Context: an optimization exercise on an open-source flow, tuned for small area. The choices shown serve that exercise and are no tape-out recipe. Only simulation tests tie the RTL to the original design; equivalence was not proved. In runs 7 to 9 the design's own scripts or RTL, not TritonCTS, make the clock network. The clock input has no modelled driver; a real chip could not lean on it and would need a root buffer or a full tree. No activity file was given, so power comes from the tool's default toggle rates.

--- design/flow/design.v ---
package light_package;
  typedef enum logic[1:0] {red, yellow, green} colors;
endpackage
import light_package ::*;            
module traffic_light_controller(
  input         clk, reset,
                e_left_sensor,   
                 e_str_sensor,
                w_left_sensor,
                 w_str_sensor,
                    ns_sensor,
  output light_package::colors e_left_light ,   
                 e_str_light ,
                w_left_light ,
                 w_str_light ,
                    ns_light );
  typedef enum {GRRRR, YRRRR, ZRRRR, HRRRR,
                RGRRR, RYRRR, RZRRR, RHRRR,
                RRGRR, RRYRR, RRZRR, RRHRR,
                RRRGR, RRRYR, RRRZR, RRRHR,
                RRRRG, RRRRY, RRRRZ, RRRRH} tlc_states;
  tlc_states    present_state, next_state;
  integer ctr5,  next_ctr5,       
          ctr10, next_ctr10;      
  always_ff @(posedge clk)
    if(reset) begin
      present_state <= RRRRH;       
      ctr5          <= 0;
      ctr10         <= 0;
    end
    else begin
      present_state <= next_state;
      ctr5          <= next_ctr5;
      ctr10         <= next_ctr10;
    end
logic  s_sn,  e_sn,  w_sn,  l_sn,  n_sn,
      sx_sn, ex_sn, wx_sn, lx_sn, nx_sn;
  always_comb begin
    next_state = HRRRR;           
    next_ctr5  = 0;
    next_ctr10 = 0;
     s_sn =  e_str_sensor &&  w_str_sensor ;
     e_sn = e_left_sensor &&  e_str_sensor ;
     w_sn = w_left_sensor &&  w_str_sensor ;
     l_sn = e_left_sensor && w_left_sensor ;
     n_sn = ns_sensor;
    sx_sn =  e_str_sensor ||  w_str_sensor ;
    ex_sn = e_left_sensor ||  e_str_sensor ;
    wx_sn = w_left_sensor ||  w_str_sensor ;
    lx_sn = e_left_sensor || w_left_sensor ;
    nx_sn = ns_sensor;
    case(present_state)
      GRRRR: begin
        next_ctr5  = ctr5  + (!s_sn || ctr5 > 0);
        next_ctr10 = ctr10 + (ex_sn || wx_sn || lx_sn || nx_sn || ctr10 > 0);
        next_state = (next_ctr5 == 5 || next_ctr10 == 10) ? YRRRR : GRRRR;
      end
      YRRRR: next_state = ZRRRR;
      ZRRRR: next_state = HRRRR;
      HRRRR: begin
             if (ex_sn) next_state = RGRRR;
        else if (wx_sn) next_state = RRGRR;
        else if (lx_sn) next_state = RRRGR;
        else if (nx_sn) next_state = RRRRG;
        else            next_state = HRRRR;
      end
      RGRRR: begin
        next_ctr5  = ctr5  + (!e_sn || ctr5 > 0);
        next_ctr10 = ctr10 + (wx_sn || lx_sn || nx_sn || sx_sn || ctr10 > 0);
        next_state = (next_ctr5 == 5 || next_ctr10 == 10) ? RYRRR : RGRRR;
      end
      RYRRR: next_state = RZRRR;
      RZRRR: next_state = RHRRR;
      RHRRR: begin
             if (wx_sn) next_state = RRGRR;
        else if (lx_sn) next_state = RRRGR;
        else if (nx_sn) next_state = RRRRG;
        else if (sx_sn) next_state = GRRRR;
        else            next_state = RHRRR;
      end
      RRGRR: begin
        next_ctr5  = ctr5  + (!w_sn || ctr5 > 0);
        next_ctr10 = ctr10 + (lx_sn || nx_sn || sx_sn || ex_sn || ctr10 > 0);
        next_state = (next_ctr5 == 5 || next_ctr10 == 10) ? RRYRR : RRGRR;
      end
      RRYRR: next_state = RRZRR;
      RRZRR: next_state = RRHRR;
      RRHRR: begin
             if (lx_sn) next_state = RRRGR;
        else if (nx_sn) next_state = RRRRG;
        else if (sx_sn) next_state = GRRRR;
        else if (ex_sn) next_state = RGRRR;
        else            next_state = RRHRR;
      end
      RRRGR: begin
        next_ctr5  = ctr5  + (!l_sn || ctr5 > 0);
        next_ctr10 = ctr10 + (nx_sn || sx_sn || ex_sn || wx_sn || ctr10 > 0);
        next_state = (next_ctr5 == 5 || next_ctr10 == 10) ? RRRYR : RRRGR;
      end
      RRRYR: next_state = RRRZR;
      RRRZR: next_state = RRRHR;
      RRRHR: begin
             if (nx_sn) next_state = RRRRG;
        else if (sx_sn) next_state = GRRRR;
        else if (ex_sn) next_state = RGRRR;
        else if (wx_sn) next_state = RRGRR;
        else            next_state = RRRHR;
      end
      RRRRG: begin
        next_ctr5  = ctr5  + (!n_sn || ctr5 > 0);
        next_ctr10 = ctr10 + (sx_sn || ex_sn || wx_sn || lx_sn || ctr10 > 0);
        next_state = (next_ctr5 == 5 || next_ctr10 == 10) ? RRRRY : RRRRG;
      end
      RRRRY: next_state = RRRRZ;
      RRRRZ: next_state = RRRRH;
      RRRRH: begin
             if (sx_sn) next_state = GRRRR;
        else if (ex_sn) next_state = RGRRR;
        else if (wx_sn) next_state = RRGRR;
        else if (lx_sn) next_state = RRRGR;
        else            next_state = RRRRH;
      end
    endcase
  end
  always_comb begin
    e_left_light = red;                  
     e_str_light = red;
    w_left_light = red;
     w_str_light = red;
        ns_light = red;
    case(present_state)       
      GRRRR: begin
          e_str_light = green;
          w_str_light = green;
        end
      YRRRR,ZRRRR: begin
          e_str_light = yellow;
          w_str_light = yellow;
        end
      RGRRR: begin
          e_left_light = green;
           e_str_light = green;
        end
      RYRRR,RZRRR: begin
          e_left_light = yellow;
           e_str_light = yellow;
        end
      RRGRR: begin
          w_left_light = green;
           w_str_light = green;
        end
      RRYRR,RRZRR: begin
          w_left_light = yellow;
           w_str_light = yellow;
        end
      RRRGR: begin
          e_left_light = green;
          w_left_light = green;
        end
      RRRYR,RRRZR: begin
          e_left_light = yellow;
          w_left_light = yellow;
        end
      RRRRG: begin
          ns_light = green;
        end
      RRRRY,RRRRZ: begin
          ns_light = yellow;
        end
    endcase
  end
endmodule
--- design/flow/constraint.sdc ---
create_clock -name core_clock -period 7.0 [get_ports {clk}]
set_input_delay 1.4000 -clock core_clock [delete_from_list [all_inputs] [get_ports {clk}]]
set_output_delay 1.4000 -clock core_clock [all_outputs]
set_load 0.01 [all_outputs]
--- design/flow/run.sh ---
#!/bin/bash
# synth_recipe.tcl (not shown) runs the flow's synth.tcl, then flattens the netlist and writes it again
# the make line also repeats each setting of config.mk as NAME=value (left out here)
make -C /OpenROAD-flow-scripts/flow DESIGN_CONFIG=/design/flow/config.mk WORK_HOME=/design/flow/orfs CLKGATE_MAP_FILE= SYNTH_SCRIPT=/design/flow/synth_recipe.tcl finish
--- design/flow/config.mk ---
export PLATFORM = sky130hd
export DESIGN_NAME = traffic_light_controller
export DESIGN_NICKNAME = traffic_light_controller
export VERILOG_FILES = /design/flow/design.v
export SDC_FILE = /design/flow/constraint.sdc
export NUM_CORES = 4
export LEC_CHECK = 0
export CAP_MARGIN = 20
export CORE_MARGIN = 2
export CORE_UTILIZATION = 40
export SLEW_MARGIN = 20
==> results of run 1 <==
==> flip-flops by register name, indices dropped and copies added (netlist names) <==
name and count:
ctr10 32, ctr5 32, present_state 5, e_left_light 2, e_str_light 2, ns_light 2, w_left_light 2, w_str_light 2
==> worst max-delay path by stage <==
stage	end
finish	e_str_light[0]
global route	e_str_light[0]
CTS	e_str_light[0]
detailed placement	e_str_light[0]
global placement	e_str_light[0]
floorplan	ns_light[0]
==> kinds of logic (layout without fill, tap and decap cells) <==
family / count (synthesis) / in the layout / share of synthesized area [%]
and+or+nand+nor: 829 / 829 / 37.2
AOI/OAI and AO/OA: 479 / 479 / 27.4
buffers and inverters: 196 / 121 / 6.70
xor gates and xnor gates: 128 / 128 / 9.88
DFF: 79 / 79 / 13.9
adders and majority gates: 25 / 25 / 2.76
muxes: 24 / 24 / 2.16
==> synthesized netlist by cell type, types with 6 or more instances <==
master / number
and4_1: 23
o2111ai_1: 10
mux2i_1: 20
clkbuf_1: 149
o211ai_1: 12
o31ai_1: 17
nand4_1: 85
a211oi_1: 35
inv_1: 13
nor4b_1: 7
a221oi_1: 8
and3_1: 29
buf_1: 19
buf_2: 11
a22oi_1: 10
nor2_1: 196
nand2_1: 157
or2_2: 17
dfxtp_1: 79
nor2b_1: 6
o21ai_0: 91
a21boi_0: 7
or4_1: 11
ha_1: 25
xor2_1: 52
a311oi_1: 17
or3_1: 11
nand3b_1: 7
o221ai_1: 8
xnor2_1: 76
nand4b_1: 6
a21oi_1: 132
nand3_1: 84
and2_1: 29
nor4_1: 52
a31oi_1: 38
o22ai_1: 26
nor3_1: 98
==> worst reg2reg max path, stage by stage (launching register included) <==
cell and delay (ns):
dfxtp_1 0.30, buf_4 0.21, nor4_1 0.32, nand4_1 0.13, nor4_1 0.33, a41o_1 0.41, and2_1 0.20, nand2_1 0.07
ha_1 0.32, ha_1 0.37, o21ai_0 0.20, o2111ai_1 0.18, a211o_1 0.26, a2111oi_0 0.61, nand3_1 0.33, nor4_1 0.50
nand4_1 0.27, nand3_1 0.17, a31oi_1 0.18, ha_1 0.38, nand2_1 0.10, nor2_1 0.05
==> power by group <==
group,total [µW],switching (µW),internal [µW],leakage (µW)
Clock,503,221,282,0.000140
Combinational,561,389,172,0.00303
Sequential,518,45.1,472,0.000638
Total,1580,655,927,0.00381
==> metrics by stage <==
stage | setup WS (ns) | cell area [µm²] | instances | hold slack (ns)
floorplan | 1.53 | 11300 | 1760 | 0.638
global placement | 0.650 | 11900 | 2049 | 0.614
detailed placement | 0.550 | 11900 | 2049 | 0.618
CTS | 0.919 | 12200 | 2063 | 0.628
global route | 0.491 | 12200 | 2063 | 0.657
finish | 0.824 | 12200 | 2063 | 0.633
==> layout make-up <==
type                       count  area (µm²)
multi-input combinational   1485        9050
timing repair buffer          93         738
fill                        2979       15700
inverter                      14        52.6
clock inverter                 4        47.5
tap                          378         473
clock buffer                  10         239
sequential                    79        1580
==> metal layers <==
| metal | share of wire (%) | vias to the layer above |
|---|---|---|
| met5 | 0.022 | - |
| met4 | 8.3 | 2 |
| met3 | 11 | 331 |
| met2 | 43 | 1127 |
| met1 | 37 | 6869 |
| li1 | - | 6463 |
==> layout by cell type, fill, tap and decap left out, types with 9 or more instances in the layout <==
cell type        instances
o31ai_1                 17
mux2i_1                 20
nor2_1                 196
clkdlybuf4s50_1         16
inv_1                   13
and2_1                  29
or2_2                   17
or4_1                   11
nor4_1                  50
nand3_1                 84
o21ai_0                 91
or3_1                   11
and3_1                  29
nand4_1                 85
o211ai_1                12
a31oi_1                 38
dfxtp_1                 78
nor3_1                  94
o22ai_1                 26
buf_4                   77
o2111ai_1               10
a211oi_1                35
a21oi_1                132
nand2_1                156
clkbuf_16                9
a311oi_1                17
ha_1                    25
and4_1                  23
xnor2_1                 76
a22oi_1                 10
xor2_1                  52
==> run_results.csv, run 1 <==
group,metric,value,unit
run_status,status,"no timing/DRC/antenna violations",
critical_path,critPathBufInv,1,
global_route,grt_util_met3,7.94,%
timing,period_share,88.2,%
floorplan,dieArea,29700,µm²
synthesis,synth_top_flop_cell,"dfxtp_1",
synthesis,syn_area_per_cell,6.45,µm²
power,p_per_area,130,nW/µm²
route,drc_errors,0,
hold_path,hold_path_end,"ctr10[30]",
critical_path,r2r_slack,0.98,ns
synthesis,synth_warnings,1,
critical_path,crit_path_cell_trace,"clkdlybuf4s50_1, or2_2, or3_1, o21bai_1, or2_2, ha_1, ha_1, nand2_1, or3_1, nor3_2, a211oi_1, o2111ai_1, or4_1, o32a_1, nand4_1, a31oi_1, ha_1, nand2_1, nor2_1",
layout,nets,1714,
critical_path,arrival,6.40,ns
route,drtIter0Drc,2268,
global_route,grt-ovfl-total,0,
route,num_vias,14800,
timing,fmax,162,MHz
synthesis,synth_area_leaders,"dfxtp_1 (14%), nor2_1 (6.5%), xnor2_1 (5.9%)",
critical_path,crit_top_cell,"ha_1",
route,routedWlPerCell,28.4,µm
hold_path,hp-start,"ctr10[30]",
hold_path,whs_path_depth,2,
timing,rsz0062_at_grt,"false",
place,place_congestion,1.10,
timing,fin_skew,0.0110,ns
timing,drv_slew,0,
critical_path,reg2reg_to,"e_str_light[0]",
clock_tree,htree_levels,3,
floorplan,coreArea,27900,µm²
timing,relSlewSlack,25.1,%
clock_tree,cts_root_buffer,"clkbuf_16",
layout,utilization,43.7,%
layout,n_antenna_cell,0,
floorplan,die_h,172,µm
global_route,grt_use_total,39.1,%
global_route,grt_max_degree,34,
route,drtAntennaViolNets,0,
timing,fin_setup_tns,0,ns
synthesis,async_flop_share,0,%
power,p_leak,0.00381,µW
floorplan,initial_utilization,40.7,%
timing,setup_viol,0,
critical_path,path_depth,19,
clock_tree,worstSkewPairLatency,0.36,ns
synthesis,netlist.area_leader.share,13.9,%
floorplan,fp-row-count,61,
route,routed_wl,58600,µm
timing,final-hold-violation-count,0,
synthesis,synth.distinct_cells,75,
critical_path,required,7.22,ns
clock_tree,cts_sinks,79,
layout,drive_gt1_share,7.60,%
global_route,grt_use_met1,48.5,%
global_route,top_usage_layer,"met2",
critical_path,path_max_fanout,10,
route,drtPass1Iterations,8,
clock_tree,clkTransAtPathRegs,0.06,ns
critical_path,critical-path-top-delay-family,"simple AND/OR/NAND/NOR gates",
place,post-dp-hpwl,42000,µm
clock_tree,cts_made_buffers,9,
critical_path,startpoint,"w_str_sensor",
clock_tree,post_cts_buffers,0,
critical_path,crit_slowest_cell,"or4_1",
synthesis,synth_largest_area_cell,"dfxtp_1",
synthesis,synth_edf_count,0,
place,io_buffers,16,
critical_path,end_kind,"register",
global_route,grt_util_met2,60.6,%
route,avgViaCountPerCell,7.17,
synthesis,syn_area,11300,µm²
power,ir_worst_vdd,0.116,mV
clock_tree,clockBufferDepth,2,
synthesis,netlist_instances,1760,
global_route,grt_pass1_wl,87000,µm
timing,worst_slew_pin_slew,1.10,ns
layout,syn2layout_area_growth,7.39,%
critical_path,r2r-start,"ctr5[14]",
synthesis,synth-seq-area-share,13.9,%
hold_path,hold_path_class,"register to register",
critical_path,path_class,"primary input to register",
clock_tree,cts_hold_buf,0,
synthesis,syn_nets,1792,
floorplan,fp.dieW,172,µm
job,max_cap_violations,0,
critical_path,r2r_cells,21,
clock_tree,cts_tree,"done",
clock_tree,cts_resized,0,
global_route,antenna_found_initial,1,
critical_path,max_stage_delay,0.53,ns
synthesis,ys_ff_latch,79,
timing,min_period,6.18,ns
global_route,grt_pass1_vias,13600,
critical_path,startpoint_type,"primary input",
power,power,1580,µW
floorplan,io_pins,17,
==> run 2, diff against run 1 <==
==> design/flow/design.v (replaced) <==
package light_package;
  typedef enum logic[1:0] {red, yellow, green} colors;
endpackage
import light_package ::*;
module traffic_light_controller(
  input         clk, reset,
                e_left_sensor,   
                 e_str_sensor,
                w_left_sensor,
                 w_str_sensor,
                    ns_sensor,
  output light_package::colors e_left_light ,   
                 e_str_light ,
                w_left_light ,
                 w_str_light ,
                    ns_light );
  localparam logic [2:0] MS = 3'b000, ME = 3'b001, MW = 3'b010,
                         ML = 3'b011, MN = 3'b111;
  localparam logic [3:0] PH = 4'd0, PZ = 4'd1, PY = 4'd2, PIDLE = 4'd12;
  logic [2:0] mov, next_mov;
  logic [3:0] ph,  next_ph;
  always_ff @(posedge clk)
    if (reset) begin
      mov <= MN;
      ph  <= PH;
    end else begin
      mov <= next_mov;
      ph  <= next_ph;
    end
  wire el = e_left_sensor, es = e_str_sensor, wl = w_left_sensor,
       ws = w_str_sensor,  ns = ns_sensor;
  wire sx = es | ws, ex = el | es, wx = wl | ws, lx = el | wl, nx = ns;
  logic own_all, other_any;
  always_comb begin
    case (mov)
      MS:      own_all = es & ws;
      ME:      own_all = el & es;
      MW:      own_all = wl & ws;
      ML:      own_all = el & wl;
      default: own_all = ns;
    endcase
    other_any = el | es | wl | ws | (ns & (mov != MN));
  end
  always_comb begin
    next_mov = mov;
    next_ph  = ph;
    if (ph == PH) begin
      next_ph = PIDLE;
      case (mov)
        MS:      if (ex) next_mov = ME; else if (wx) next_mov = MW; else if (lx) next_mov = ML; else if (nx) next_mov = MN; else next_ph = PH;
        ME:      if (wx) next_mov = MW; else if (lx) next_mov = ML; else if (nx) next_mov = MN; else if (sx) next_mov = MS; else next_ph = PH;
        MW:      if (lx) next_mov = ML; else if (nx) next_mov = MN; else if (sx) next_mov = MS; else if (ex) next_mov = ME; else next_ph = PH;
        ML:      if (nx) next_mov = MN; else if (sx) next_mov = MS; else if (ex) next_mov = ME; else if (wx) next_mov = MW; else next_ph = PH;
        default: if (sx) next_mov = MS; else if (ex) next_mov = ME; else if (wx) next_mov = MW; else if (lx) next_mov = ML; else next_ph = PH;
      endcase
    end else if (ph == PIDLE) begin
      if (!own_all)       next_ph = 4'd6;    
      else if (other_any) next_ph = 4'd11;   
    end else if (!own_all && ph > 4'd7)
      next_ph = 4'd6;
    else
      next_ph = ph - 4'd1;
  end
  wire g  = ph >= 4'd3;
  wire yz = (ph == PY) || (ph == PZ);
  wire a = mov[0], b = mov[1], n = mov[2];
  assign e_left_light = light_package::colors'({g & a & ~n, yz & a & ~n});
  assign w_left_light = light_package::colors'({g & b & ~n, yz & b & ~n});
  assign e_str_light  = light_package::colors'({g & ~b, yz & ~b});
  assign w_str_light  = light_package::colors'({g & ~a, yz & ~a});
  assign ns_light     = light_package::colors'({g & n, yz & n});
endmodule
==> design/flow/flow/run.sh (new file) <==
#!/bin/bash
# Standard ORFS layout with two changes:
#  - synthesis maps the logic with an area-oriented ABC script (flow/abc.script)
#    in place of ORFS's own; everything else in synthesis is the standard script;
#  - port buffers are sky130_fd_sc_hd__buf_1 cells.
set -euo pipefail
cd "$(dirname "$0")/.."
W=$PWD
rm -rf "$W/scripts_synth"
cp -r "$FLOW_HOME/scripts" "$W/scripts_synth"
cp "$W/flow/abc.script" "$W/scripts_synth/abc_area.script"
SCRIPTS_DIR="$W/scripts_synth" ABC_AREA=1 bash standard.sh synth > "$W/synth.log" 2>&1
export BUFFER_PORTS_ARGS="-buffer_cell sky130_fd_sc_hd__buf_1"
bash standard.sh > "$W/layout.log" 2>&1
==> design/flow/flow/abc.script (new file) <==
strash
&get -n
&deepsyn -T 30
&put
dch
amap
topo
stime -c
==> design/flow/standard.sh (new file) <==
#!/bin/bash
# synth_recipe.tcl (not shown) runs the flow's synth.tcl, then flattens the netlist and writes it again
# the make line also repeats each setting of config.mk as NAME=value (left out here)
make -C /OpenROAD-flow-scripts/flow DESIGN_CONFIG=/design/flow/config.mk WORK_HOME=/design/flow/orfs CLKGATE_MAP_FILE= SYNTH_SCRIPT=/design/flow/synth_recipe.tcl "${@:-finish}"
--- a/design/flow/config.mk
+++ b/design/flow/config.mk
@@ -6,6 +6,8 @@
 export NUM_CORES = 4
 export LEC_CHECK = 0
 export CAP_MARGIN = 20
-export CORE_MARGIN = 2
+export CORE_AREA = 2.3 2.72 57.7 57.28
 export CORE_UTILIZATION = 40
+export CTS_BUF_LIST = sky130_fd_sc_hd__clkbuf_1
+export DIE_AREA = 0 0 60 60
 export SLEW_MARGIN = 20
removed: design/flow/run.sh
==> run_results.csv, run 2 <==
group,metric,value,unit
run_status,status,"aborted with a tool error",
run_status,lastStage,"2_1_floorplan",
run_status,tool.error,"Error: Floorplan initialization methods are mutually exclusive, pick one.",
synthesis,synth_warnings,1,
==> run 3, diff against run 2 <==
--- a/design/flow/config.mk
+++ b/design/flow/config.mk
@@ -7,7 +7,6 @@
 export LEC_CHECK = 0
 export CAP_MARGIN = 20
 export CORE_AREA = 2.3 2.72 57.7 57.28
-export CORE_UTILIZATION = 40
-export CTS_BUF_LIST = sky130_fd_sc_hd__clkbuf_1
+export CTS_BUF_LIST = sky130_fd_sc_hd__clkbuf_2
 export DIE_AREA = 0 0 60 60
 export SLEW_MARGIN = 20
==> run_results.csv, run 3 <==
group,metric,value,unit
synthesis,ys_ff_latch,7,
synthesis,async_flop_share,0,%
clock_tree,cts_root_buffer,"clkbuf_2",
route,avgViaCountPerCell,4.65,
synthesis,synth_warnings,1,
synthesis,syn_area,534,µm²
critical_path,required,5.60,ns
clock_tree,cts_made_buffers,3,
global_route,grt-ovfl-total,0,
clock_tree,clockBufferDepth,2,
layout,fin_cells,133,
route,routed_wl,1290,µm
place,post-dp-hpwl,1030,µm
route,drtIter0Drc,43,
clock_tree,cts_hold_buf,0,
critical_path,startpoint_type,"register",
clock_tree,clkTransAtPathRegs,0.07,ns
power,p_per_area,418,nW/µm²
timing,fin_hold_ws,0.596,ns
layout,largest-register,"ph",
floorplan,dieArea,3600,µm²
layout,drive_gt1_share,4.00,%
timing,rsz0062_at_grt,"false",
global_route,grt_use_total,7.94,%
clock_tree,worstSkewPairLatency,0.24,ns
layout,utilization,21.8,%
place,dp_slack,4.07,ns
route,num_vias,619,
hold_path,hold_path_class,"register to register",
power,ir_worst_vdd,0.0675,mV
timing,fin_setup_tns,0,ns
clock_tree,cts_tree,"done",
floorplan,die_h,60,µm
timing,final-hold-violation-count,0,
global_route,grt_pass1_vias,513,
floorplan,initial_utilization,17.8,%
critical_path,arrival,1.60,ns
timing,setup_ws,4.00,ns
timing,period_share,42.8,%
layout,largest_register_ffs,4,
critical_path,end_kind,"output port",
synthesis,synth_top_flop_cell,"dfxtp_1",
layout,n_antenna_cell,0,
power,p_leak,0.000242,µW
place,dp.cells,129,
critical_path,path_class,"register to output port",
timing,relSlewSlack,66.5,%
synthesis,synth.distinct_cells,24,
layout,nets,112,
global_route,grt_max_degree,12,
global_route,grt_pass1_wl,2040,µm
timing,worst_slew_pin_slew,0.497,ns
timing,setup_viol,0,
floorplan,coreArea,3000,µm²
timing,drv_slew,0,
place,place_congestion,0.877,
clock_tree,htree_levels,1,
synthesis,synth_most_common_cell,"nor2_1",
layout,reg_top3,"ph: 4 flops, mov: 3 flops",
synthesis,synth_largest_area_cell,"dfxtp_1",
global_route,antenna_found_initial,0,
place,io_buffers,16,
synthesis,synth-seq-area-share,26.2,%
synthesis,synth_edf_count,0,
route,routedWlPerCell,9.71,µm
layout,final_cell_mix,"nor2_1 (26), buf_1 (16), clkinv_1 (9), dfxtp_1 (7)",
timing,min_period,3.00,ns
floorplan,fp-row-count,20,
run_status,status,"no timing/DRC/antenna violations",
clock_tree,cts_resized,0,
synthesis,netlist.area_leader.share,26.2,%
route,drtAntennaViolNets,0,
clock_tree,post_cts_buffers,0,
layout,syn2layout_area_growth,22.7,%
timing,fmax,333,MHz
synthesis,yosys-top-cells-count,"nor2_1 (26), clkinv_1 (9), dfxtp_1 (7)",
floorplan,fp.dieW,60,µm
route,drc_errors,0,
critical_path,r2r_slack,5.09,ns
critical_path,path_max_fanout,5,
clock_tree,cts_sinks,7,
synthesis,netlist_instances,80,
route,drtPass1Iterations,4,
timing,fin_skew,0.00675,ns
layout,final_common_cell,"nor2_1",
floorplan,io_pins,17,
synthesis,syn_nets,91,
job,max_cap_violations,0,
synthesis,synth_area_leaders,"dfxtp_1 (26%), nor2_1 (18%), ha_1 (9.4%)",
synthesis,syn_area_per_cell,6.68,µm²
-- run 3: worst paths after layout --
kind                            startpoint         endpoint  depth (start not counted)
worst min register to register       ph[1]            ph[1]                          2
worst max register to register       ph[0]           mov[1]                          9
worst min-delay path                 ph[1]            ph[1]                          2
worst max-delay path                 ph[0]  e_left_light[0]                          5
-- run 3: critical path, cell delays in order, from the launching register on --
cell and delay, ns:
dfxtp_1 0.36, clkinv_1 0.14, ha_1 0.21, o21ai_0 0.41, nor2_1 0.10, buf_1 0.15
-- run 3: logic make-up after synthesis --
kind of cell | count (synthesis) | share of synthesized area, %
fa+ha+maj | 4 | 9.37
buf+inv | 9 | 6.32
flops | 7 | 26.2
compound gates | 22 | 28.3
simple gates | 38 | 29.7
-- run 3: metal layers --
| layer | vias up | GRT usage [%] | share of wire [%] |
|---|---|---|---|
| met5 | - | 0 | 0 |
| li1 | 315 | - | - |
| met4 | 0 | 4.44 | 1.3 |
| met3 | 2 | 5.19 | 7.6 |
| met1 | 281 | 8.97 | 45 |
| met2 | 21 | 11.2 | 46 |
-- run 3: through the flow --
step / area [µm²] / power [µW]
floorplan: 534 / 203
global placement: 636 / 248
detailed placement: 636 / 244
CTS: 656 / 277
global route: 656 / 303
finish: 656 / 274
-- run 3: report_power, final --
part | internal, µW | leakage [µW] | switching, µW
combinational | 62.0 | 0.000167 | 97.2
sequential | 57.7 | 0.0000582 | 26.4
clock | 15.2 | 0.0000166 | 15.6
-- run 3: cell type report --
| cell class | count | area (µm²) |
|---|---|---|
| Fill cell | 342 | 2350 |
| Multi-Input combinational cell | 64 | 360 |
| Sequential cell | 7 | 140 |
| Timing Repair Buffer | 16 | 60.1 |
| Tap cell | 33 | 41.3 |
| Inverter | 9 | 33.8 |
| Clock buffer | 4 | 20.0 |
==> run 4, diff against run 3 <==
--- a/design/flow/config.mk
+++ b/design/flow/config.mk
@@ -7,6 +7,8 @@
 export LEC_CHECK = 0
 export CAP_MARGIN = 20
 export CORE_AREA = 2.3 2.72 57.7 57.28
-export CTS_BUF_LIST = sky130_fd_sc_hd__clkbuf_2
+export CTS_BUF_LIST = sky130_fd_sc_hd__clkbuf_1 sky130_fd_sc_hd__clkbuf_2
+export CTS_CLUSTER_DIAMETER = 100
+export CTS_CLUSTER_SIZE = 10
 export DIE_AREA = 0 0 60 60
 export SLEW_MARGIN = 20
==> run_results.csv, run 4 <==
group,metric,value,unit
timing,drv_slew,0,
layout,drive_gt1_share,3.00,%
synthesis,netlist.area_leader.share,26.2,%
critical_path,critical-path-top-delay-family,"compound AO/OA/AOI/OAI gates",
synthesis,syn_nets,91,
run_status,status,"no timing/DRC/antenna violations",
clock_tree,cts_resized,0,
critical_path,arrival,1.60,ns
global_route,grt-ovfl-total,0,
critical_path,crit_slowest_cell,"o21ai_0",
layout,fin_cells,133,
synthesis,synth_top_flop_cell,"dfxtp_1",
timing,period_share,42.9,%
clock_tree,cts_tree,"done",
timing,final-hold-violation-count,0,
critical_path,r2r_slack,5.06,ns
critical_path,r2r-start,"ph[0]",
timing,fmax,333,MHz
hold_path,hp-start,"ph[1]",
synthesis,synth-compound-area-share,28.3,%
critical_path,path_max_fanout,5,
synthesis,ys_ff_latch,7,
global_route,grt_max_degree,12,
route,drc_errors,0,
synthesis,synth_most_common_cell,"nor2_1",
synthesis,synth-seq-area-share,26.2,%
floorplan,fp-row-count,20,
clock_tree,worstSkewPairLatency,0.24,ns
timing,worst_slew_pin_slew,0.502,ns
synthesis,synth_warnings,1,
timing,fin_setup_tns,0,ns
timing,min_period,3.00,ns
clock_tree,clkTransAtPathRegs,0.07,ns
critical_path,max_stage_delay,0.41,ns
critical_path,path_class,"register to output port",
timing,setup_ws,4.00,ns
critical_path,r2r_cells,9,
timing,fin_skew,0.00606,ns
clock_tree,cts_hold_buf,0,
layout,reg_top3,"ph: 4 flops, mov: 3 flops",
power,p_leak,0.000239,µW
floorplan,fp.dieW,60,µm
synthesis,netlist_instances,80,
route,drtIter0Drc,37,
power,p_per_area,419,nW/µm²
layout,area.sequential,140,µm²
synthesis,synth_largest_area_cell,"dfxtp_1",
synthesis,synth_edf_count,0,
place,dp_slack,4.07,ns
layout,n_antenna_cell,0,
synthesis,yosys.area_share.adder,9.37,%
clock_tree,htree_levels,1,
floorplan,dieArea,3600,µm²
clock_tree,cts_root_buffer,"clkbuf_2",
global_route,grt_use_total,7.94,%
job,max_cap_violations,0,
timing,rsz0062_at_grt,"false",
place,dp.cells,129,
clock_tree,cts_sinks,7,
route,drtAntennaViolNets,0,
layout,syn2layout_area_growth,22.5,%
synthesis,syn_area_per_cell,6.68,µm²
synthesis,syn_area,534,µm²
route,num_vias,598,
hold_path,hold_path_class,"register to register",
critical_path,end_kind,"output port",
critical_path,crit_path_cell_trace,"clkinv_1, ha_1, o21ai_0, nor2_1, buf_1",
timing,setup_viol,0,
global_route,grt_pass1_vias,510,
synthesis,yosys.area_share.xor_xnor,0,%
synthesis,synth_area_leaders,"dfxtp_1 (26%), nor2_1 (18%), ha_1 (9.4%)",
place,post-dp-hpwl,1030,µm
layout,multi_input_area,360,µm²
clock_tree,cts_made_buffers,3,
layout,nets,112,
power,power,274,µW
hold_path,hold_path_end,"ph[1]",
layout,final_common_cell,"nor2_1",
floorplan,die_h,60,µm
floorplan,coreArea,3000,µm²
synthesis,yosys-top-cells-count,"nor2_1 (26), clkinv_1 (9), dfxtp_1 (7)",
layout,largest_register_ffs,4,
critical_path,startpoint_type,"register",
hold_path,whs_path_depth,2,
synthesis,synthMuxAreaShare,0,%
critical_path,required,5.60,ns
global_route,antenna_found_initial,0,
synthesis,async_flop_share,0,%
synthesis,synth_top_family_by_area,"simple AND/OR/NAND/NOR gates",
clock_tree,clockBufferDepth,2,
global_route,grt_pass1_wl,2040,µm
floorplan,io_pins,17,
route,drtPass1Iterations,6,
floorplan,initial_utilization,17.8,%
layout,final_cell_mix,"nor2_1 (26), buf_1 (16), clkinv_1 (9), dfxtp_1 (7)",
critical_path,reg2reg_to,"mov[1]",
place,place_congestion,0.877,
route,routed_wl,1310,µm
place,io_buffers,16,
timing,relSlewSlack,66.2,%
synthesis,synth.distinct_cells,24,
power,ir_worst_vdd,0.0673,mV
layout,n_fill_cell,344,
synthesis,yosys.area_share.simple,29.7,%
clock_tree,post_cts_buffers,0,
critical_path,critPathBufInv,2,
timing,fin_hold_ws,0.595,ns
layout,largest-register,"ph",
route,routedWlPerCell,9.87,µm
route,avgViaCountPerCell,4.50,
==> run 4: cell types whose count changed in the layout (fill, tap and decap cells not counted) <==
| cell | change |
|---|---|
| clkbuf_1 | +1 |
| clkbuf_2 | -1 |
==> run 4: stage by stage <==
step                      utilization [%]  instance area (µm²)
final                                21.8                  654
after global routing                 21.8                  654
after CTS                            21.8                  654
after detailed placement             21.2                  636
after global placement               21.2                  636
after floorplan                         -                  534
==> run 4: worst max-delay path by stage <==
| stage | from | end | slack, ns | cells past startpoint |
|---|---|---|---|---|
| 5_1_grt | ph[0] | e_left_light[0] | 3.78 | 5 |
| 3_3_place_gp | ns_sensor | mov[1] | 4.14 | 8 |
| 2_1_floorplan | ns_sensor | mov[1] | 4.35 | 7 |
| 3_5_place_dp | ns_sensor | mov[1] | 4.07 | 8 |
| 4_1_cts | ph[0] | e_left_light[0] | 3.99 | 5 |
| 6_report | ph[0] | e_left_light[0] | 4.00 | 5 |
==> run 4: kinds of logic after synthesis <==
| logic type | count (synthesis) |
|---|---|
| buf+inv | 9 |
| compound gates | 22 |
| simple gates | 38 |
| flops | 7 |
| fa+ha+maj | 4 |
==> run 4: layout make-up <==
| cell class | count | area share, % |
|---|---|---|
| sequential | 7 | 21.4 |
| tap | 33 | 6.31 |
| inverter | 9 | 5.16 |
| timing repair buffer | 16 | 9.18 |
| multi-input combinational | 64 | 55.1 |
| clock buffer | 4 | 2.87 |
==> run 4: worst register-to-register path, stage by stage, from the launching register on <==
cell      delay, ns
dfxtp_1        0.33
clkinv_1       0.09
ha_1           0.20
clkinv_1       0.11
nor2_1         0.16
nand2_1        0.09
a311oi_1       0.33
clkinv_1       0.14
a211oi_1       0.30
nor2_1         0.08
==> run 4: per-layer routing <==
layer,wire length (µm),vias up,global-route usage (%)
li1,-,315,-
met1,632,265,8.97
met2,570,14,11.2
met3,84,4,5.19
met4,26,0,4.44
met5,0,-,0
==> run 4: power breakdown <==
part,internal (µW),leakage (µW),switching [µW]
registers,57.7,0.0000582,27.1
logic,62.1,0.000167,97.8
clock network,13.8,0.0000136,15.5
==> run 5, diff against run 4 <==
--- a/design/flow/config.mk
+++ b/design/flow/config.mk
@@ -8,7 +8,5 @@
 export CAP_MARGIN = 20
 export CORE_AREA = 2.3 2.72 57.7 57.28
 export CTS_BUF_LIST = sky130_fd_sc_hd__clkbuf_1 sky130_fd_sc_hd__clkbuf_2
-export CTS_CLUSTER_DIAMETER = 100
-export CTS_CLUSTER_SIZE = 10
 export DIE_AREA = 0 0 60 60
 export SLEW_MARGIN = 20
==> run_results.csv, run 5 <==
group,metric,value,unit
run_status,status,"no timing/DRC/antenna violations",
route,avgViaCountPerCell,4.50,
global_route,grt_pass1_wl,2040,µm
global_route,grt-ovfl-total,0,
clock_tree,clockBufferDepth,2,
clock_tree,cts_resized,0,
critical_path,path_class,"register to output port",
synthesis,syn_area,534,µm²
clock_tree,cts_hold_buf,0,
global_route,grt_pass1_vias,510,
critical_path,r2r-start,"ph[0]",
power,p_leak,0.000239,µW
timing,relSlewSlack,66.2,%
power,p_per_area,419,nW/µm²
floorplan,initial_utilization,17.8,%
layout,largest_register_ffs,4,
clock_tree,cts_tree,"done",
timing,fmax,333,MHz
synthesis,synth-seq-area-share,26.2,%
clock_tree,cts_sinks,7,
synthesis,synth_top_flop_cell,"dfxtp_1",
floorplan,io_pins,17,
route,routed_wl,1310,µm
synthesis,async_flop_share,0,%
synthesis,syn_area_per_cell,6.68,µm²
route,routedWlPerCell,9.87,µm
floorplan,die_h,60,µm
critical_path,startpoint,"ph[0]",
route,drtAntennaViolNets,0,
timing,min_period,3.00,ns
power,ir_worst_vdd,0.0673,mV
synthesis,synth_warnings,1,
floorplan,dieArea,3600,µm²
clock_tree,htree_levels,1,
floorplan,fp-row-count,20,
timing,fin_setup_tns,0,ns
synthesis,netlist_instances,80,
power,power,274,µW
route,drtPass1Iterations,6,
timing,drv_slew,0,
place,io_buffers,16,
synthesis,netlist.area_leader.share,26.2,%
timing,fin_skew,0.00606,ns
layout,largest-register,"ph",
global_route,antenna_found_initial,0,
layout,n_antenna_cell,0,
global_route,grt_use_total,7.94,%
place,post-dp-hpwl,1030,µm
clock_tree,cts_root_buffer,"clkbuf_2",
layout,final_cell_mix,"nor2_1 (26), buf_1 (16), clkinv_1 (9), dfxtp_1 (7)",
timing,period_share,42.9,%
critical_path,r2r_slack,5.06,ns
synthesis,synth_most_common_cell,"nor2_1",
layout,syn2layout_area_growth,22.5,%
layout,nets,112,
critical_path,end_kind,"output port",
timing,setup_viol,0,
place,place_congestion,0.877,
timing,fin_hold_ws,0.595,ns
layout,drive_gt1_share,3.00,%
layout,utilization,21.8,%
synthesis,ys_ff_latch,7,
synthesis,yosys-top-cells-count,"nor2_1 (26), clkinv_1 (9), dfxtp_1 (7)",
critical_path,arrival,1.60,ns
critical_path,path_max_fanout,5,
synthesis,synth_largest_area_cell,"dfxtp_1",
clock_tree,post_cts_buffers,0,
layout,final_common_cell,"nor2_1",
job,max_cap_violations,0,
route,drtIter0Drc,37,
timing,final-hold-violation-count,0,
clock_tree,worstSkewPairLatency,0.24,ns
floorplan,coreArea,3000,µm²
synthesis,synth_area_leaders,"dfxtp_1 (26%), nor2_1 (18%), ha_1 (9.4%)",
route,num_vias,598,
floorplan,fp.dieW,60,µm
hold_path,hp-start,"ph[1]",
synthesis,synth.distinct_cells,24,
layout,reg_top3,"ph: 4 flops, mov: 3 flops",
synthesis,syn_nets,91,
critical_path,startpoint_type,"register",
critical_path,required,5.60,ns
global_route,grt_max_degree,12,
hold_path,hold_path_class,"register to register",
synthesis,synth_edf_count,0,
clock_tree,cts_made_buffers,3,
timing,worst_slew_pin_slew,0.502,ns
clock_tree,clkTransAtPathRegs,0.07,ns
route,drc_errors,0,
timing,rsz0062_at_grt,"false",
-- run 5: cell counts after synthesis --
No cell type changed its count.
-- run 5: path summary, 6_finish.rpt --
kind | endpoint | cells past startpoint
worst max-delay path | e_left_light[0] | 5
worst min-delay path | ph[1] | 2
worst max register to register | mov[1] | 9
worst min register to register | ph[1] | 2
-- run 5: layer usage --
metal | vias up | share of wire (%) | track usage [%]
li1 | 315 | - | -
met1 | 265 | 48 | 8.97
met2 | 14 | 43 | 11.2
met3 | 4 | 6.4 | 5.19
met4 | 0 | 2.0 | 4.44
met5 | - | 0 | 0
-- run 5: final cells by class --
type                            count  area [µm²]
Tap cell                           33        41.3
Sequential cell                     7         140
Inverter                            9        33.8
Fill cell                         344        2350
Timing Repair Buffer               16        60.1
Clock buffer                        4        18.8
Multi-Input combinational cell     64         360
-- run 5: worst max-delay path, stage by stage (launching register included) --
cell	delay, ns
dfxtp_1	0.36
clkinv_1	0.14
ha_1	0.21
o21ai_0	0.41
nor2_1	0.10
buf_1	0.15
-- run 5: cells by family after synthesis --
logic type	count (synthesis)	synth area share [%]
and+or+nand+nor	38	29.7
AOI/OAI and AO/OA	22	28.3
buffers and inverters	9	6.32
adders and majority gates	4	9.37
DFF	7	26.2
-- run 5: report_power, final --
part	total, µW	internal (µW)	leakage, µW	switching (µW)
clock network	29.4	13.8	0.0000136	15.5
logic	160	62.1	0.000167	97.8
registers	84.8	57.7	0.0000582	27.1
total	274	134	0.000239	140
-- run 5: through the flow --
| stage | setup WS (ns) | cells | area, µm² |
|---|---|---|---|
| finish | 4.00 | 133 | 654 |
| detailed placement | 4.07 | 129 | 636 |
| global route | 3.78 | 133 | 654 |
| CTS | 3.99 | 133 | 654 |
| floorplan | 4.35 | 80 | 534 |
| global placement | 4.14 | 129 | 636 |
==> run 6, diff against run 5 <==
--- a/design/flow/flow/run.sh
+++ b/design/flow/flow/run.sh
@@ -11,4 +11,5 @@
 cp "$W/flow/abc.script" "$W/scripts_synth/abc_area.script"
 SCRIPTS_DIR="$W/scripts_synth" ABC_AREA=1 bash standard.sh synth > "$W/synth.log" 2>&1
 export BUFFER_PORTS_ARGS="-buffer_cell sky130_fd_sc_hd__buf_1"
+export CTS_ARGS="-buf_list sky130_fd_sc_hd__clkbuf_2 -root_buf sky130_fd_sc_hd__clkbuf_2 -repair_clock_nets"
 bash standard.sh > "$W/layout.log" 2>&1
==> run_results.csv, run 6 <==
group,metric,value,unit
run_status,status,"no timing/DRC/antenna violations",
clock_tree,worstSkewPairLatency,0.24,ns
layout,multi_input_area,360,µm²
route,drc_errors,0,
layout,area.sequential,140,µm²
timing,final-hold-violation-count,0,
timing,min_period,3.00,ns
clock_tree,cts_sinks,7,
synthesis,syn_nets,91,
critical_path,crit_path_cell_trace,"clkinv_1, ha_1, o21ai_0, nor2_1, buf_1",
floorplan,io_pins,17,
synthesis,yosys-top-cells-count,"nor2_1 (26), clkinv_1 (9), dfxtp_1 (7)",
timing,fin_skew,0.00675,ns
synthesis,syn_area_per_cell,6.68,µm²
clock_tree,clkTransAtPathRegs,0.07,ns
critical_path,required,5.60,ns
layout,largest-register,"ph",
clock_tree,cts_made_buffers,3,
synthesis,netlist_instances,80,
global_route,grt_pass1_vias,513,
critical_path,path_max_fanout,5,
power,ir_worst_vdd,0.0675,mV
power,swShare,50.8,%
layout,syn2layout_area_growth,22.7,%
synthesis,synth_edf_count,0,
clock_tree,clockBufferDepth,2,
route,drtIter0Drc,43,
floorplan,dieArea,3600,µm²
route,drtPass1Iterations,4,
synthesis,synth_most_common_cell,"nor2_1",
power,p_int,135,µW
floorplan,fp.dieW,60,µm
floorplan,fp-row-count,20,
synthesis,netlist.area_leader.share,26.2,%
timing,worst_slew_pin_slew,0.497,ns
synthesis,synth-seq-area-share,26.2,%
global_route,grt_pass1_wl,2040,µm
synthesis,synth_warnings,1,
place,post-dp-hpwl,1030,µm
global_route,antenna_found_initial,0,
power,p_sw,139,µW
synthesis,synth_area_leaders,"dfxtp_1 (26%), nor2_1 (18%), ha_1 (9.4%)",
timing,fin_setup_tns,0,ns
timing,drv_slew,0,
clock_tree,cts_root_buffer,"clkbuf_2",
timing,rsz0062_at_grt,"false",
power,p_per_area,418,nW/µm²
timing,period_share,42.8,%
timing,fmax,333,MHz
synthesis,async_flop_share,0,%
layout,largest_register_ffs,4,
critical_path,crit_slowest_cell,"o21ai_0",
timing,relSlewSlack,66.5,%
global_route,grt_max_degree,12,
route,routed_wl,1290,µm
floorplan,coreArea,3000,µm²
layout,n_antenna_cell,0,
power,sequentialPowerShare,30.7,%
synthesis,synth_top_flop_cell,"dfxtp_1",
route,avgViaCountPerCell,4.65,
synthesis,ys_ff_latch,7,
synthesis,synth_largest_area_cell,"dfxtp_1",
layout,drive_gt1_share,4.00,%
floorplan,initial_utilization,17.8,%
layout,final_common_cell,"nor2_1",
job,max_cap_violations,0,
place,dpl_cell_area,636,µm²
route,num_vias,619,
critical_path,startpoint_type,"register",
synthesis,synth.distinct_cells,24,
clock_tree,htree_levels,1,
layout,final_cell_mix,"nor2_1 (26), buf_1 (16), clkinv_1 (9), dfxtp_1 (7)",
place,place_congestion,0.877,
clock_tree,cts_hold_buf,0,
layout,n_fill_cell,342,
power,pwr-share-clk,11.2,%
power,p_leak,0.000242,µW
clock_tree,cts_tree,"done",
critical_path,arrival,1.60,ns
route,routedWlPerCell,9.71,µm
floorplan,die_h,60,µm
global_route,grt-ovfl-total,0,
hold_path,hold_path_class,"register to register",
layout,stdcell_area,656,µm²
critical_path,critPathBufInv,2,
global_route,grt_use_total,7.94,%
synthesis,syn_area,534,µm²
timing,setup_viol,0,
critical_path,end_kind,"output port",
critical_path,critical-path-top-delay-family,"compound AO/OA/AOI/OAI gates",
power,p_comb_share,58.1,%
clock_tree,cts_resized,0,
layout,reg_top3,"ph: 4 flops, mov: 3 flops",
critical_path,path_class,"register to output port",
place,io_buffers,16,
critical_path,max_stage_delay,0.41,ns
route,drtAntennaViolNets,0,
clock_tree,post_cts_buffers,0,
layout,nets,112,
==> run 6: cell counts after synthesis <==
No cell type changed its count.
==> run 6: area by class of cell <==
cell class | instances | share of cell area (%)
multi-input cells | 64 | 55.0
flip-flops and latches | 7 | 21.4
repair buffers | 16 | 9.16
well taps | 33 | 6.30
inverters | 9 | 5.15
clock buffers | 4 | 3.05
==> run 6: worst register-to-register path, cell delays in order, from the launching register on <==
cell and delay [ns]:
dfxtp_1 0.33, clkinv_1 0.09, ha_1 0.20, clkinv_1 0.11, nor2_1 0.16, nand2_1 0.09
a311oi_1 0.32, clkinv_1 0.14, a211oi_1 0.29, nor2_1 0.08
==> run 6: cells by family after synthesis <==
logic type	share of synthesized area [%]
compound gates	28.3
fa+ha+maj	9.37
buf+inv	6.32
flops	26.2
simple gates	29.7
==> run 6: worst paths after layout <==
path / to / slack (ns) / startpoint / cells after the start
min reg2reg: ph[1] / 0.60 / ph[1] / 2
min: ph[1] / 0.60 / ph[1] / 2
max: e_left_light[0] / 4.00 / ph[0] / 5
max reg2reg: mov[1] / 5.09 / ph[0] / 9
==> run 6: power groups by stage <==
stage               Sequential (µW)  Combinational (µW)  Clock, µW
finish                         84.1                 159       30.8
detailed placement             85.5                 159          0
CTS                            84.4                 160       32.3
global placement               86.4                 162          0
global route                   88.2                 181       34.6
floorplan                      77.7                 125          0
==> run 6: routing by layer <==
metal	vias to the layer above	track usage, %	share of wire, %
met3	2	5.19	7.6
li1	315	-	-
met1	281	8.97	45
met4	0	4.44	1.3
met5	-	0	0
met2	21	11.2	46
==> run 6: per-stage QoR <==
| stage | setup slack [ns] | total power, µW | hold slack (ns) | util, % | cells |
|---|---|---|---|---|---|
| after floorplan | 4.35 | 203 | 0.538 | - | 80 |
| final | 4.00 | 274 | 0.596 | 21.8 | 133 |
| after CTS | 3.99 | 277 | 0.598 | 21.8 | 133 |
| after detailed placement | 4.07 | 244 | 0.590 | 21.2 | 129 |
| after global routing | 3.78 | 303 | 0.634 | 21.8 | 133 |
| after global placement | 4.14 | 248 | 0.598 | 21.2 | 129 |
==> run 7, diff against run 6 <==
==> design/flow/flow/run.sh (replaced) <==
#!/bin/bash
# Standard ORFS layout with three changes:
#  - synthesis maps the logic with an area-oriented ABC script (flow/abc.script)
#    in place of ORFS's own; everything else in synthesis is the standard script;
#  - port buffers are sky130_fd_sc_hd__buf_1 cells;
#  - the clock tree is a single buffer (flow/cts_simple.tcl) in place of
#    TritonCTS's tree; the rest of the CTS step (repair, placement) is standard.
set -euo pipefail
cd "$(dirname "$0")/.."
W=$PWD
rm -rf "$W/scripts_mod"
cp -r "$FLOW_HOME/scripts" "$W/scripts_mod"
cp "$W/flow/abc.script" "$W/scripts_mod/abc_area.script"
python3 - "$W/scripts_mod/cts.tcl" "$W/flow/cts_simple.tcl" <<'PY'
import sys
p, s = sys.argv[1], sys.argv[2]
t = open(p).read()
old = "log_cmd clock_tree_synthesis {*}$cts_args"
assert old in t
open(p, "w").write(t.replace(old, "source " + s))
PY
export SCRIPTS_DIR="$W/scripts_mod"
export SIMPLE_CTS_BUF=sky130_fd_sc_hd__clkbuf_4
export BUFFER_PORTS_ARGS="-buffer_cell sky130_fd_sc_hd__buf_1"
ABC_AREA=1 bash standard.sh synth > "$W/synth.log" 2>&1
bash standard.sh > "$W/layout.log" 2>&1
==> design/flow/flow/cts_simple.tcl (new file) <==
# Clock tree for a handful of flip-flops: one clock buffer, placed at the
# centroid of the flip-flops, drives every clock pin.
set block [ord::get_db_block]
set sx 0.0; set sy 0.0; set n 0
foreach inst [$block getInsts] {
  if {[string match "sky130_fd_sc_hd__df*" [[$inst getMaster] getName]]} {
    set loc [$inst getLocation]
    set sx [expr {$sx + [lindex $loc 0]}]
    set sy [expr {$sy + [lindex $loc 1]}]
    incr n
  }
}
set dbu [$block getDbUnitsPerMicron]
set x [expr {$sx / $n / $dbu}]
set y [expr {$sy / $n / $dbu}]
puts "simple CTS: $n flip-flops, buffer at $x $y"
insert_buffer -buffer_cell $::env(SIMPLE_CTS_BUF) -net [get_nets clk] -location [list $x $y] -buffer_name clkbuf_root -net_name clk_root
set_propagated_clock [all_clocks]
report_clock_skew
==> run_results.csv, run 7 <==
group,metric,value,unit
hold_path,whs_path_depth,2,
layout,syn2layout_area_growth,20.4,%
power,sequentialPowerShare,32.3,%
synthesis,synth-compound-area-share,28.3,%
place,place_congestion,0.877,
critical_path,startpoint,"ph[0]",
timing,setup_ws,4.07,ns
run_status,status,"no timing/DRC/antenna violations",
global_route,grt-ovfl-total,0,
critical_path,path_max_fanout,5,
layout,largest_register_ffs,4,
route,drc_errors,0,
layout,n_fill_cell,347,
layout,largest-register,"ph",
route,routed_wl,1290,µm
critical_path,arrival,1.53,ns
route,avgViaCountPerCell,4.60,
synthesis,netlist_instances,80,
timing,final-hold-violation-count,0,
clock_tree,cts_hold_buf,0,
route,routedWlPerCell,9.95,µm
timing,setup_viol,0,
synthesis,synth_area_leaders,"dfxtp_1 (26%), nor2_1 (18%), ha_1 (9.4%)",
layout,nets,110,
floorplan,fp-row-count,20,
clock_tree,cts_resized,0,
global_route,grt_max_degree,12,
synthesis,synth_edf_count,0,
critical_path,r2r_cells,9,
global_route,antenna_found_initial,0,
synthesis,synth_top_flop_cell,"dfxtp_1",
floorplan,die_h,60,µm
layout,n_antenna_cell,0,
timing,drv_slew,0,
timing,fin_setup_tns,0,ns
power,p_per_area,409,nW/µm²
synthesis,yosys.area_share.adder,9.37,%
floorplan,dieArea,3600,µm²
timing,relSlewSlack,66.4,%
timing,fmax,341,MHz
clock_tree,clkTransAtPathRegs,0.09,ns
layout,drive_gt1_share,1.03,%
hold_path,hp-start,"ph[1]",
place,post-dp-hpwl,1030,µm
synthesis,netlist.area_leader.share,26.2,%
critical_path,max_stage_delay,0.41,ns
synthesis,yosys.area_share.simple,29.7,%
synthesis,synth.distinct_cells,24,
synthesis,synth_largest_area_cell,"dfxtp_1",
synthesis,synth_top_family_by_area,"simple AND/OR/NAND/NOR gates",
timing,min_period,2.93,ns
synthesis,yosys-top-cells-count,"nor2_1 (26), clkinv_1 (9), dfxtp_1 (7)",
synthesis,syn_nets,91,
power,pwr-share-clk,7.0,%
power,p_comb_share,60.7,%
floorplan,fp.dieW,60,µm
global_route,grt_pass1_wl,1990,µm
place,io_buffers,16,
floorplan,initial_utilization,17.8,%
critical_path,startpoint_type,"register",
layout,final_cell_mix,"nor2_1 (26), buf_1 (16), clkinv_1 (9), dfxtp_1 (7)",
layout,reg_top3,"ph: 4 flops, mov: 3 flops",
power,ir_worst_vdd,0.0683,mV
floorplan,coreArea,3000,µm²
route,drtAntennaViolNets,0,
synthesis,async_flop_share,0,%
clock_tree,post_cts_buffers,0,
power,p_sw,136,µW
critical_path,r2r_slack,5.07,ns
critical_path,crit_slowest_cell,"o21ai_0",
critical_path,end_kind,"output port",
synthesis,syn_area_per_cell,6.68,µm²
synthesis,yosys.area_share.xor_xnor,0,%
synthesis,synth_most_common_cell,"nor2_1",
synthesis,synthMuxAreaShare,0,%
route,drtPass1Iterations,4,
route,num_vias,598,
synthesis,synth-seq-area-share,26.2,%
critical_path,crit_path_cell_trace,"clkinv_1, ha_1, o21ai_0, nor2_1, buf_1",
place,dp.cells,129,
job,max_cap_violations,0,
power,swShare,51.8,%
power,p_int,127,µW
synthesis,ys_ff_latch,7,
place,dp_slack,4.07,ns
clock_tree,worstSkewPairLatency,0.15,ns
timing,rsz0062_at_grt,"false",
critical_path,required,5.60,ns
floorplan,io_pins,17,
synthesis,synth_warnings,1,
critical_path,r2r-start,"ph[0]",
critical_path,path_class,"register to output port",
hold_path,hold_path_class,"register to register",
timing,worst_slew_pin_slew,0.499,ns
timing,period_share,41.9,%
route,drtIter0Drc,43,
synthesis,syn_area,534,µm²
layout,fin_cells,130,
global_route,grt_use_total,6.79,%
power,p_leak,0.000230,µW
layout,final_common_cell,"nor2_1",
timing,fin_skew,0.0000945,ns
global_route,grt_pass1_vias,494,
run 7: kinds of logic (layout without fill, tap and decap cells):
kind of cell / count (synthesis) / after routing
AOI/OAI and AO/OA: 22 / 22
adders and majority gates: 4 / 4
DFF: 7 / 7
buffers and inverters: 9 / 26
and+or+nand+nor: 38 / 38
run 7: power by group through the flow:
stage | combinational (µW) | clock, µW | sequential, µW
floorplan | 125 | 0 | 77.7
global placement | 162 | 0 | 86.4
detailed placement | 159 | 0 | 85.5
CTS | 160 | 18.9 | 84.4
global route | 181 | 19.5 | 88.2
finish | 160 | 18.3 | 84.9
run 7: per-layer routing:
metal / vias up / part of all wire [%] / GRT usage [%]
met1: 274 / 48 / 8.97
li1: 316 / - / -
met5: - / 0 / 0
met3: 2 / 3.7 / 1.08
met4: 0 / 1.3 / 1.59
met2: 6 / 47 / 11.5
run 7: stage by stage:
step	hold WS [ns]	power, µW	cell area (µm²)	util, %
global route	0.634	288	643	21.4
floorplan	0.538	203	534	-
CTS	0.600	264	643	21.4
detailed placement	0.590	244	636	21.2
finish	0.601	263	643	21.4
global placement	0.598	248	636	21.2
run 7: worst paths after layout:
path / end
worst min-delay path: ph[1]
worst max register to register: mov[1]
worst min register to register: ph[1]
worst max-delay path: e_left_light[0]
run 7: final cells by class, without the clock buffers:
| cell class | count | area, µm² | area share, % |
|---|---|---|---|
| sequential | 7 | 140 | 21.8 |
| multi-input combinational | 64 | 360 | 56.0 |
| tap | 33 | 41.3 | 6.42 |
| timing repair buffer | 16 | 60.1 | 9.34 |
| inverter | 9 | 33.8 | 5.25 |
run 7: worst max-delay path: cells and delay by family (launching register included):
kind | cells | cell delay [ns]
DFF | 1 | 0.37
and+or+nand+nor | 1 | 0.10
adders and majority gates | 1 | 0.22
buffers and inverters | 2 | 0.29
AOI/OAI and AO/OA | 1 | 0.41
==> run 8, diff against run 7 <==
--- a/design/flow/flow/run.sh
+++ b/design/flow/flow/run.sh
@@ -22,5 +22,5 @@
 export SCRIPTS_DIR="$W/scripts_mod"
 export SIMPLE_CTS_BUF=sky130_fd_sc_hd__clkbuf_4
 export BUFFER_PORTS_ARGS="-buffer_cell sky130_fd_sc_hd__buf_1"
-ABC_AREA=1 bash standard.sh synth > "$W/synth.log" 2>&1
+ADDER_MAP_FILE= ABC_AREA=1 bash standard.sh synth > "$W/synth.log" 2>&1
 bash standard.sh > "$W/layout.log" 2>&1
==> run_results.csv, run 8 <==
group,metric,value,unit
timing,drv_slew,0,
global_route,grt_util_met3,1.30,%
floorplan,die_h,60,µm
layout,nets,97,
power,p_leak,0.000196,µW
power,p_int,114,µW
route,drc_errors,0,
timing,fmax,326,MHz
synthesis,ys_ff_latch,7,
power,sequentialPowerShare,34.6,%
synthesis,syn_nets,78,
floorplan,fp-row-count,20,
synthesis,async_flop_share,0,%
layout,largest-register,"ph",
synthesis,synth-seq-area-share,31.2,%
synthesis,synth_warnings,1,
global_route,grt-ovfl-total,0,
timing,min_period,3.07,ns
critical_path,crit_path_cell_trace,"a211oi_1, nand2_1, nor2_1, buf_1",
clock_tree,worstSkewPairLatency,0.14,ns
synthesis,synth.distinct_cells,19,
critical_path,r2r_slack,5.09,ns
route,drtPass1Iterations,4,
clock_tree,clkTransAtPathRegs,0.07,ns
global_route,grt_pass1_wl,1840,µm
critical_path,reg2reg_to,"mov[0]",
global_route,top_usage_layer,"met2",
power,swShare,50.7,%
synthesis,syn_area_per_cell,6.33,µm²
clock_tree,cts_hold_buf,0,
hold_path,hold_path_class,"register to register",
clock_tree,cts_resized,0,
critical_path,max_stage_delay,0.60,ns
synthesis,synth_area_leaders,"dfxtp_1 (31%), nor2_1 (19%), clkinv_1 (7.5%)",
route,avgViaCountPerCell,4.38,
floorplan,dieArea,3600,µm²
floorplan,io_pins,17,
global_route,grt_use_met1,8.56,%
critical_path,r2r_cells,9,
global_route,grt_util_met2,9.94,%
critical_path,r2r-start,"ph[0]",
place,place_congestion,0.821,
critical_path,path_max_fanout,6,
synthesis,yosys-top-cells-count,"nor2_1 (23), clkinv_1 (9), nand2_1 (9)",
critical_path,startpoint,"ph[3]",
layout,syn2layout_area_growth,24.2,%
timing,relSlewSlack,54.7,%
layout,final_cell_mix,"nor2_1 (23), buf_1 (16), clkinv_1 (9), nand2_1 (9), dfxtp_1 (7)",
timing,worst_slew_pin_slew,0.676,ns
synthesis,synth_largest_area_cell,"dfxtp_1",
synthesis,syn_area,449,µm²
route,drtIter0Drc,47,
synthesis,synth_top_flop_cell,"dfxtp_1",
layout,largest_register_ffs,4,
timing,fin_skew,0.000138,ns
run_status,status,"no timing/DRC/antenna violations",
power,p_sw,117,µW
layout,drive_gt1_share,1.14,%
power,pwr-share-clk,7.1,%
critical_path,arrival,1.67,ns
layout,final_common_cell,"nor2_1",
floorplan,initial_utilization,15.0,%
route,drtAntennaViolNets,0,
route,routedWlPerCell,9.20,µm
timing,rsz0062_at_grt,"false",
floorplan,fp.dieW,60,µm
timing,setup_viol,0,
critical_path,endpoint,"e_left_light[0]",
power,ir_worst_vdd,0.0618,mV
timing,period_share,43.8,%
route,routed_wl,1110,µm
critical_path,required,5.60,ns
global_route,grt_max_degree,10,
job,max_cap_violations,0,
timing,fin_hold_ws,0.524,ns
layout,reg_top3,"ph: 4 flops, mov: 3 flops",
synthesis,synth_edf_count,0,
global_route,grt_use_total,6.16,%
critical_path,path_class,"register to output port",
critical_path,end_kind,"output port",
synthesis,netlist.area_leader.share,31.2,%
critical_path,startpoint_type,"register",
floorplan,coreArea,3000,µm²
timing,final-hold-violation-count,0,
global_route,grt_pass1_vias,456,
clock_tree,post_cts_buffers,0,
global_route,antenna_found_initial,0,
route,num_vias,530,
layout,n_antenna_cell,0,
synthesis,synth_most_common_cell,"nor2_1",
place,post-dp-hpwl,948,µm
timing,fin_setup_tns,0,ns
place,io_buffers,16,
synthesis,netlist_instances,71,
power,p_comb_share,58.4,%
critical_path,crit_slowest_cell,"a211oi_1",
power,p_per_area,415,nW/µm²
==> run 8: changes by cell type in the layout (fill, tap and decap cells not counted), moves of 2 or more <==
cell,delta
nor2b_1,-2
nand2_1,+4
nor2_1,-3
a21oi_1,+2
o22a_1,-2
ha_1,-4
nor3_1,+2
==> run 8: worst min path at each step <==
stage,startpoint,endpoint,slack [ns],depth (start not counted)
after floorplan,ph[2],ph[2],0.47,2
after global placement,ph[1],ph[0],0.50,1
after detailed placement,ph[2],ph[2],0.51,2
after CTS,ph[2],ph[2],0.52,2
after global routing,ph[2],ph[2],0.56,2
final,ph[2],ph[2],0.52,2
==> run 8: critical path: cells and delay by family (launching register included) <==
family	cells	cell delay (ns)
AO/OA/AOI/OAI	1	0.60
flip-flops	1	0.36
buffers and inverters	1	0.17
AND/OR/NAND/NOR	2	0.40
==> run 8: metal layers <==
metal  vias to the layer above  routed length, µm
met5                         -                  0
met4                         0                  8
met3                         2                100
met2                        20                459
met1                       229                544
li1                        279                  -
==> run 8: cells by family (layout without fill, tap and decap cells) <==
| family | count (synthesis) | after routing | share of synthesized area [%] |
|---|---|---|---|
| AND/OR/NAND/NOR | 37 | 37 | 32.9 |
| AO/OA/AOI/OAI | 18 | 18 | 28.4 |
| flip-flops | 7 | 7 | 31.2 |
| buffers and inverters | 9 | 26 | 7.52 |
==> run 8: stage by stage <==
step | util (%) | worst slack [ns] | power (µW) | instance area [µm²] | cells
2_1_floorplan | - | 4.33 | 178 | 449 | 71
3_3_place_gp | 18.3 | 4.01 | 218 | 551 | 120
3_5_place_dp | 18.3 | 3.98 | 217 | 551 | 120
4_1_cts | 18.6 | 3.93 | 233 | 558 | 121
5_1_grt | 18.6 | 3.78 | 260 | 558 | 121
6_report | 18.6 | 3.93 | 232 | 558 | 121
==> run 8: area by class of cell, without the clock buffers <==
cell class                 instances  area (µm²)
multi-input combinational         55         275
inverter                           9        33.8
timing repair buffer              16        60.1
fill                             351        2440
sequential                         7         140
tap                               33        41.3
==> run 8: power groups by stage <==
stage | Clock [µW] | Combinational [µW] | Sequential [µW]
6_report | 16.4 | 135 | 80.1
5_1_grt | 19.5 | 156 | 84.1
4_1_cts | 17.1 | 136 | 80.0
3_5_place_dp | 0 | 136 | 81.0
3_3_place_gp | 0 | 137 | 80.8
2_1_floorplan | 0 | 103 | 74.9
==> run 9, diff against run 8 <==
--- a/design/flow/design.v
+++ b/design/flow/design.v
@@ -19,13 +19,19 @@
   localparam logic [3:0] PH = 4'd0, PZ = 4'd1, PY = 4'd2, PIDLE = 4'd12;
   logic [2:0] mov, next_mov;
   logic [3:0] ph,  next_ph;
+  localparam logic [2:0] MOV_INV = 3'd0;
+  localparam logic [3:0] PH_INV  = 4'd15;
+  logic [2:0] mov_q;
+  logic [3:0] ph_q;
+  assign mov = mov_q ^ MOV_INV;
+  assign ph  = ph_q  ^ PH_INV;
   always_ff @(posedge clk)
     if (reset) begin
-      mov <= MN;
-      ph  <= PH;
+      mov_q <= MN ^ MOV_INV;
+      ph_q  <= PH ^ PH_INV;
     end else begin
-      mov <= next_mov;
-      ph  <= next_ph;
+      mov_q <= next_mov ^ MOV_INV;
+      ph_q  <= next_ph ^ PH_INV;
     end
   wire el = e_left_sensor, es = e_str_sensor, wl = w_left_sensor,
        ws = w_str_sensor,  ns = ns_sensor;
==> design/flow/flow/abc.script (replaced) <==
strash
&get -n
&deepsyn -J 100 -S 1
&put
dch
amap
topo
stime -c
--- a/design/flow/config.mk
+++ b/design/flow/config.mk
@@ -7,6 +7,5 @@
 export LEC_CHECK = 0
 export CAP_MARGIN = 20
 export CORE_AREA = 2.3 2.72 57.7 57.28
-export CTS_BUF_LIST = sky130_fd_sc_hd__clkbuf_1 sky130_fd_sc_hd__clkbuf_2
 export DIE_AREA = 0 0 60 60
 export SLEW_MARGIN = 20
==> run_results.csv, run 9 <==
group,metric,value,unit
power,p_int,109,µW
layout,reg_top3,"ph_q: 4 flops, mov_q: 3 flops",
power,ir_worst_vdd,0.0528,mV
route,routedWlPerCell,9.76,µm
layout,n_antenna_cell,0,
synthesis,synth.distinct_cells,20,
global_route,grt_use_total,6.60,%
layout,final_common_cell,"nor2_1",
route,wl_met3,63,µm
floorplan,fp-row-count,20,
power,p_leak,0.000197,µW
clock_tree,worstSkewPairLatency,0.14,ns
power,pwr-share-clk,7.8,%
clock_tree,post_cts_buffers,0,
global_route,grt_pass1_wl,1980,µm
global_route,grt-ovfl-total,0,
place,dpl_cell_area,568,µm²
layout,nets,99,
synthesis,synth_warnings,1,
place,place_congestion,0.822,
synthesis,yosys-top-cells-count,"nor2_1 (24), clkinv_1 (11), dfxtp_1 (7)",
place,dp.cells,122,
route,drtIter0Drc,48,
run_status,status,"no timing/DRC/antenna violations",
route,wl_met1,577,µm
synthesis,ys_ff_latch,7,
critical_path,end_kind,"register",
synthesis,netlist.area_leader.share,30.0,%
critical_path,required,7.03,ns
timing,fin_skew,0.000208,ns
timing,final-hold-violation-count,0,
synthesis,async_flop_share,0,%
hold_path,hold_path_class,"register to register",
critical_path,path_class,"primary input to register",
layout,area.sequential,140,µm²
synthesis,syn_nets,80,
clock_tree,cts_resized,0,
place,io_buffers,16,
synthesis,syn_area_per_cell,6.39,µm²
layout,largest-register,"ph_q",
timing,relSlewSlack,60.1,%
floorplan,fp.dieW,60,µm
layout,fin_cells,123,
route,avgViaCountPerCell,4.47,
global_route,antenna_found_initial,0,
timing,worst_slew_pin_slew,0.594,ns
route,drtAntennaViolNets,0,
global_route,grt_max_degree,8,
synthesis,synth_edf_count,0,
layout,final_cell_mix,"nor2_1 (24), buf_1 (16), clkinv_1 (11), dfxtp_1 (7), nand2_1 (5)",
job,max_cap_violations,0,
route,drc_errors,0,
layout,utilization,19.2,%
power,sequentialPowerShare,32.2,%
power,swShare,50.1,%
layout,drive_gt1_share,1.11,%
critical_path,arrival,3.19,ns
global_route,grt_pass1_vias,494,
clock_tree,cts_hold_buf,0,
timing,fmax,317,MHz
floorplan,coreArea,3000,µm²
timing,period_share,45.1,%
layout,syn2layout_area_growth,23.3,%
synthesis,syn_area,467,µm²
floorplan,initial_utilization,15.5,%
timing,setup_viol,0,
route,drtPass1Iterations,4,
synthesis,synth_area_leaders,"dfxtp_1 (30%), nor2_1 (19%), clkinv_1 (8.8%)",
power,p_per_area,380,nW/µm²
clock_tree,clkTransAtPathRegs,0.08,ns
timing,drv_slew,0,
-- run 9: changes by cell type after synthesis, moves of 2 or more --
cell | previous run | this run
clkinv_1 | 9 | 11
nand2_1 | 9 | 5
nand3_1 | 1 | 3
nor3_1 | 2 | 4
o21a_1 | 2 | 0
o21ai_0 | 4 | 2
o32a_1 | 0 | 2
-- run 9: routing by layer --
layer,up-vias,GRT usage (%)
met4,0,1.90
met1,245,9.07
met5,-,0
met3,2,0.866
li1,291,-
met2,12,10.7
-- run 9: power by group through the flow --
stage	Clock [µW]	Combinational (µW)	Sequential [µW]
2_1_floorplan	0	99.0	67.6
5_1_grt	20.1	150	73.2
3_5_place_dp	0	131	71.1
4_1_cts	18.5	132	70.3
3_3_place_gp	0	132	71.2
6_report	17.1	131	70.5
-- run 9: cell type report, without the clock buffers --
| class | count | area share [%] |
|---|---|---|
| multi-input combinational | 55 | 49.6 |
| sequential | 7 | 24.3 |
| timing repair buffer | 16 | 10.4 |
| inverter | 11 | 7.17 |
| tap | 33 | 7.17 |
-- run 9: final timing paths --
| path | depth (start not counted) | slack, ns | to | from |
|---|---|---|---|---|
| max | 9 | 3.84 | ph_q[0] | w_left_sensor |
| min | 1 | 0.52 | ph_q[0] | ph_q[0] |
| max reg2reg | 6 | 5.12 | ph_q[0] | mov_q[1] |
| min reg2reg | 1 | 0.52 | ph_q[0] | ph_q[0] |
-- run 9: cells by family (layout without fill, tap and decap cells) --
| kind of cell | Yosys count | in the layout | share of synthesized area [%] |
|---|---|---|---|
| compound gates | 16 | 16 | 25.7 |
| buf+inv | 11 | 28 | 8.85 |
| flops | 7 | 7 | 30.0 |
| simple gates | 39 | 39 | 35.4 |
-- run 9: stage by stage --
step | hold WS, ns | worst slack, ns | total power, µW
6_report | 0.521 | 3.84 | 219
3_3_place_gp | 0.494 | 3.68 | 203
2_1_floorplan | 0.475 | 4.03 | 167
3_5_place_dp | 0.495 | 3.71 | 203
4_1_cts | 0.520 | 3.80 | 221
5_1_grt | 0.552 | 3.60 | 243
-- run 9: critical path, stage by stage --
cell and delay [ns]:
buf_1 0.11, or3_1 0.41, nor2_1 0.16, o21ai_0 0.14
nand3_1 0.13, clkinv_1 0.10, a31oi_1 0.20, o221ai_1 0.15
or3b_1 0.39
